Context: an optimization exercise on an open-source flow, tuned for small area. The choices shown serve that exercise and are no tape-out recipe. Function was checked by simulation only, so behaviour that the tests miss may differ from the original. Power and IR drop assume default switching activity.

==> module spi_slave, before the edit <==
module spi_slave
    (
        input clk,
        input reset,
        input SPI_SCK,
        input SPI_SSEL,
        input SPI_MOSI,
        input [199:0] tx_data,       
        output [207:0] rx_data,      
        output rx_valid,             
        output SPI_MISO,
        output pkg_timeout
    );
    reg [2:0] SCKr;
    reg [2:0] SSELr;
    wire SCK_risingedge = (SCKr[2:1] == 2'b01);
    wire SCK_fallingedge = (SCKr[2:1] == 2'b10);
    wire SSEL_active = ~SSELr[1];
    wire SSEL_startmessage = (SSELr[2:1] == 2'b10);
    wire SSEL_endmessage = (SSELr[2:1] == 2'b01);
    reg bitseen;                 
    reg [207:0] rxsn;                
    wire [207:0] rxs = ~rxsn;
    reg [5:0] ms;                
    reg [4:0] mf;                
    wire [31:0] MPAT = 32'hee4e962e;     
    always @* begin
        case (ms[4:0])
            5'd0: mf = 5'd0;   5'd1: mf = 5'd1;   5'd2: mf = 5'd1;   5'd3: mf = 5'd1;
            5'd4: mf = 5'd0;   5'd5: mf = 5'd1;   5'd6: mf = 5'd3;   5'd7: mf = 5'd2;
            5'd8: mf = 5'd2;   5'd9: mf = 5'd1;   5'd10: mf = 5'd1;  5'd11: mf = 5'd4;
            5'd12: mf = 5'd1;  5'd13: mf = 5'd3;  5'd14: mf = 5'd2;  5'd15: mf = 5'd1;
            5'd16: mf = 5'd3;  5'd17: mf = 5'd1;  5'd18: mf = 5'd1;  5'd19: mf = 5'd1;
            5'd20: mf = 5'd0;  5'd21: mf = 5'd6;  5'd22: mf = 5'd1;  5'd23: mf = 5'd3;
            5'd24: mf = 5'd2;  5'd25: mf = 5'd1;  5'd26: mf = 5'd1;  5'd27: mf = 5'd1;
            5'd28: mf = 5'd0;  5'd29: mf = 5'd1;  5'd30: mf = 5'd7;  default: mf = 5'd1;
        endcase
    end
    reg [7:0] sc;                
    wire sc_fb = sc[7] ^ sc[5] ^ sc[4] ^ sc[3];
    wire sc_done = (sc == 8'h57);
    wire mbit = sc_done & rxs[207];
    wire [5:0] ms_next = ms[5] ? (mbit ? 6'd0 : 6'd5) :
                         (mbit == MPAT[ms[4:0]]) ? ms + 6'd1 : {1'b0, mf};
    wire match = ms[5];
    reg [207:0] cmdn;                
    wire [207:0] cmd = ~cmdn;
    reg cmd_valid;
    assign rx_data = cmd;
    assign rx_valid = cmd_valid;
    reg [15:0] tcnt;
    wire tcnt_fb = tcnt[15] ^ tcnt[13] ^ tcnt[12] ^ tcnt[10];
    wire timeout = (tcnt == 16'h0c4a);   
    assign pkg_timeout = timeout;
    wire accept = SSEL_endmessage & match;
    reg [199:0] txs;
    reg [7:0] txi;
    reg txz;
    wire [255:0] txall = {32'h61746164, txs, 24'd0};
    wire [255:0] txrev;
    genvar gi;
    generate
        for (gi = 0; gi < 256; gi = gi + 1) begin : g_rev
            assign txrev[gi] = txall[255 - gi];
        end
    endgenerate
    wire [15:0] txlo, txhi, txrow;
    generate
        for (gi = 0; gi < 16; gi = gi + 1) begin : g_sel
            assign txlo[gi] = (txi[3:0] == gi);
            assign txhi[gi] = (txi[7:4] == gi);
            assign txrow[gi] = |(txrev[16*gi +: 16] & txlo);
        end
    endgenerate
    assign SPI_MISO = ~txz & |(txrow & txhi);
    always @(posedge clk) begin
        if (reset) begin
            SCKr <= 3'd0;
            SSELr <= 3'd0;
            bitseen <= 1'b0;
            sc <= 8'd1;
            ms <= 6'd1;
            cmd_valid <= 1'b0;
            tcnt <= 16'd1;
            txz <= 1'b1;
        end else begin
            SCKr <= {SCKr[1:0], SPI_SCK};
            SSELr <= {SSELr[1:0], SPI_SSEL};
            if (~SSEL_active) begin
                bitseen <= 1'b0;
            end else if (SCK_risingedge) begin
                bitseen <= 1'b1;
                ms <= ms_next;
                if (~sc_done)
                    sc <= {sc[6:0], sc_fb};
            end
            if (accept) begin
                cmd_valid <= 1'b1;
                tcnt <= 16'd2;       
            end else if (~timeout) begin
                tcnt <= {tcnt[14:0], tcnt_fb};
            end
            if (SSEL_startmessage) begin
                txz <= 1'b0;
            end else if (SSEL_active & SCK_fallingedge & ~bitseen) begin
                txz <= 1'b1;
            end
        end
        if (SSEL_active & SCK_risingedge)
            rxsn <= {rxsn[206:0], ~SPI_MOSI};
        if (accept)
            cmdn <= rxsn;
        if (SSEL_startmessage) begin
            txs <= tx_data;
            txi <= 8'd0;
        end else if (SSEL_active & SCK_fallingedge & (txi != 8'd232)) begin
            txi <= txi + 8'd1;
        end
    end
endmodule
==> flow/config.mk <==
export PLATFORM = sky130hd
export DESIGN_NAME = top
export DESIGN_NICKNAME = top
export VERILOG_FILES = /design/flow/design.v
export SDC_FILE = /design/flow/constraint.sdc
export NUM_CORES = 4
export LEC_CHECK = 0
export CAP_MARGIN = 20
export CORE_MARGIN = 2
export CORE_UTILIZATION = 80
export SLEW_MARGIN = 20
==> flow/constraint.sdc <==
create_clock -name core_clock -period 20.0 [get_ports {sysclk_in}]
set_input_delay 4.0000 -clock core_clock [delete_from_list [all_inputs] [get_ports {sysclk_in}]]
set_output_delay 4.0000 -clock core_clock [all_outputs]
set_load 0.01 [all_outputs]
standard.sh (not shown) runs the stock make flow with config.mk's settings and CLKGATE_MAP_FILE= SYNTH_SCRIPT=/design/flow/synth_recipe.tcl, a recipe that flattens the netlist after the stock synthesis.
==> flow/flow/run.sh <==
#!/bin/bash
# Own layout flow: the standard layout (standard.sh, all ORFS steps) with
# these changes:
# - synthesis maps the logic with an area-oriented ABC script (see
#   area_synth.tcl); the registers are exactly the standard synthesis's;
# - clock tree synthesis gets its own arguments (CTS below: clkbuf_16 sink
#   clusters, no dummy loads);
# - the port buffers are buf_1 cells (PORTBUF below); every port still gets one.
# The make output goes to flow_make.log in the work folder; each ORFS step's
# own log is under orfs/logs/.
set -euo pipefail
W=$(pwd)
export AREA_ABC_SCRIPT="$W/flow/abc_area.script"
export FLOW_SYNTH_TCL="$W/synth_recipe.tcl"
CTS='-sink_clustering_enable -repair_clock_nets -sink_clustering_size 32 -sink_clustering_max_diameter 70 -buf_list sky130_fd_sc_hd__clkbuf_16 -dont_use_dummy_load'
PORTBUF='-buffer_cell sky130_fd_sc_hd__buf_1'
sed "s#SYNTH_SCRIPT=[^ ]*#SYNTH_SCRIPT=$W/flow/area_synth.tcl 'CTS_ARGS=$CTS' 'BUFFER_PORTS_ARGS=$PORTBUF'#" standard.sh > area_standard.sh
grep -q "SYNTH_SCRIPT=$W/flow/area_synth.tcl" area_standard.sh
bash area_standard.sh > flow_make.log 2>&1
test -f out/final.def
==> flow/flow/abc_area.script <==
strash
dc2
dch -f
amap -F 20 -A 20 -C 5000
topo
==> flow/flow/area_synth.tcl <==
# The standard synthesis script (synth_recipe.tcl), run unchanged except that
# ABC maps the logic with an area-oriented script (abc_area.script) instead of
# ORFS's delay-oriented one. ABC only maps combinational logic: the registers
# are mapped before it runs, so they are exactly the standard synthesis's.
proc abc {args} {
  set i [lsearch -exact $args -script]
  if { $i >= 0 } {
    lset args [expr {$i + 1}] $::env(AREA_ABC_SCRIPT)
  }
  yosys abc {*}$args
}
source $::env(FLOW_SYNTH_TCL)
==> next run, changes <==
--- a/flow/design.v
+++ b/flow/design.v
@@ -51,15 +51,16 @@
     reg [2:0] SSELr;
     wire SCK_risingedge = (SCKr[2:1] == 2'b01);
     wire SCK_fallingedge = (SCKr[2:1] == 2'b10);
     wire SSEL_active = ~SSELr[1];
     wire SSEL_startmessage = (SSELr[2:1] == 2'b10);
     wire SSEL_endmessage = (SSELr[2:1] == 2'b01);
-    reg bitseen;                 
-    reg [207:0] rxsn;                
-    wire [207:0] rxs = ~rxsn;
+    reg [15:0] bitcnt;
+    wire bitcnt_fb = bitcnt[15] ^ bitcnt[13] ^ bitcnt[12] ^ bitcnt[10] ^ ~|bitcnt[14:0];
+    wire bitcnt_zero = ~|bitcnt;
+    reg [207:0] rxs;
     reg [5:0] ms;                
     reg [4:0] mf;                
     wire [31:0] MPAT = 32'hee4e962e;     
     always @* begin
         case (ms[4:0])
             5'd0: mf = 5'd0;   5'd1: mf = 5'd1;   5'd2: mf = 5'd1;   5'd3: mf = 5'd1;
@@ -70,26 +71,25 @@
             5'd20: mf = 5'd0;  5'd21: mf = 5'd6;  5'd22: mf = 5'd1;  5'd23: mf = 5'd3;
             5'd24: mf = 5'd2;  5'd25: mf = 5'd1;  5'd26: mf = 5'd1;  5'd27: mf = 5'd1;
             5'd28: mf = 5'd0;  5'd29: mf = 5'd1;  5'd30: mf = 5'd7;  default: mf = 5'd1;
         endcase
     end
     reg [7:0] sc;                
-    wire sc_fb = sc[7] ^ sc[5] ^ sc[4] ^ sc[3];
-    wire sc_done = (sc == 8'h57);
+    wire sc_fb = sc[7] ^ sc[5] ^ sc[4] ^ sc[3] ^ ~|sc[6:0];
+    wire sc_done = (sc == 8'hab);
     wire mbit = sc_done & rxs[207];
     wire [5:0] ms_next = ms[5] ? (mbit ? 6'd0 : 6'd5) :
                          (mbit == MPAT[ms[4:0]]) ? ms + 6'd1 : {1'b0, mf};
     wire match = ms[5];
-    reg [207:0] cmdn;                
-    wire [207:0] cmd = ~cmdn;
+    reg [207:0] cmd;
     reg cmd_valid;
     assign rx_data = cmd;
     assign rx_valid = cmd_valid;
     reg [15:0] tcnt;
-    wire tcnt_fb = tcnt[15] ^ tcnt[13] ^ tcnt[12] ^ tcnt[10];
-    wire timeout = (tcnt == 16'h0c4a);   
+    wire tcnt_fb = tcnt[15] ^ tcnt[13] ^ tcnt[12] ^ tcnt[10] ^ ~|tcnt[14:0];
+    wire timeout = (tcnt == 16'h8625);   
     assign pkg_timeout = timeout;
     wire accept = SSEL_endmessage & match;
     reg [199:0] txs;
     reg [7:0] txi;
     reg txz;
     wire [255:0] txall = {32'h61746164, txs, 24'd0};
@@ -97,58 +97,50 @@
     genvar gi;
     generate
         for (gi = 0; gi < 256; gi = gi + 1) begin : g_rev
             assign txrev[gi] = txall[255 - gi];
         end
     endgenerate
-    wire [15:0] txlo, txhi, txrow;
-    generate
-        for (gi = 0; gi < 16; gi = gi + 1) begin : g_sel
-            assign txlo[gi] = (txi[3:0] == gi);
-            assign txhi[gi] = (txi[7:4] == gi);
-            assign txrow[gi] = |(txrev[16*gi +: 16] & txlo);
-        end
-    endgenerate
-    assign SPI_MISO = ~txz & |(txrow & txhi);
+    assign SPI_MISO = ~txz & txrev[txi];
     always @(posedge clk) begin
         if (reset) begin
             SCKr <= 3'd0;
             SSELr <= 3'd0;
-            bitseen <= 1'b0;
-            sc <= 8'd1;
+            bitcnt <= 16'd0;
+            sc <= 8'd0;
             ms <= 6'd1;
             cmd_valid <= 1'b0;
-            tcnt <= 16'd1;
+            tcnt <= 16'd0;
             txz <= 1'b1;
         end else begin
             SCKr <= {SCKr[1:0], SPI_SCK};
             SSELr <= {SSELr[1:0], SPI_SSEL};
             if (~SSEL_active) begin
-                bitseen <= 1'b0;
+                bitcnt <= 16'd0;
             end else if (SCK_risingedge) begin
-                bitseen <= 1'b1;
+                bitcnt <= {bitcnt[14:0], bitcnt_fb};
                 ms <= ms_next;
                 if (~sc_done)
                     sc <= {sc[6:0], sc_fb};
             end
             if (accept) begin
                 cmd_valid <= 1'b1;
-                tcnt <= 16'd2;       
+                tcnt <= 16'd1;
             end else if (~timeout) begin
                 tcnt <= {tcnt[14:0], tcnt_fb};
             end
             if (SSEL_startmessage) begin
                 txz <= 1'b0;
-            end else if (SSEL_active & SCK_fallingedge & ~bitseen) begin
+            end else if (SSEL_active & SCK_fallingedge & bitcnt_zero) begin
                 txz <= 1'b1;
             end
         end
         if (SSEL_active & SCK_risingedge)
-            rxsn <= {rxsn[206:0], ~SPI_MOSI};
+            rxs <= {rxs[206:0], SPI_MOSI};
         if (accept)
-            cmdn <= rxsn;
+            cmd <= rxs;
         if (SSEL_startmessage) begin
             txs <= tx_data;
             txi <= 8'd0;
         end else if (SSEL_active & SCK_fallingedge & (txi != 8'd232)) begin
             txi <= txi + 8'd1;
         end
Result: First-iteration DRC count came out lower by a few percent; total power rises by a few percent; worst setup slack gains 0.12 ns; sequential share of layout area is lower by 1.2 points; routed wire length rises by a few percent; cell area came out higher by a few percent; cell count increases by a few percent; worst hold slack gains 0.0075 ns; global-route usage goes up by 0.77 points.

## port drivers added, routing unchanged
In the flow no input, the clock included, has a driving cell. The finished layouts below were timed again as built, in two steps.
Step 1: set_driving_cell puts a clkbuf_16 on sysclk_in and a buf_2 on each other input, an assumption about the parent block.
Step 2 moves the port delays by t, midway between the first and last clock arrival at a register: inputs arrive t later, outputs are due t later. That takes back most of the time a late clock gives input paths.
Slacks: ideal / step 1 / step 2; pairs: ideal / step 1.
run | t (ns) | setup slack, ns | slew at the worst register clock pin (ns) | cell pins on the clock port's net
the first run | 0.674 | 7.643 / 7.643 / 7.643 | 0.12 / 0.12 | 1
the second run | 0.686 | 7.762 / 7.762 / 7.762 | 0.12 / 0.12 | 1
After both steps every run listed still meets setup and hold.
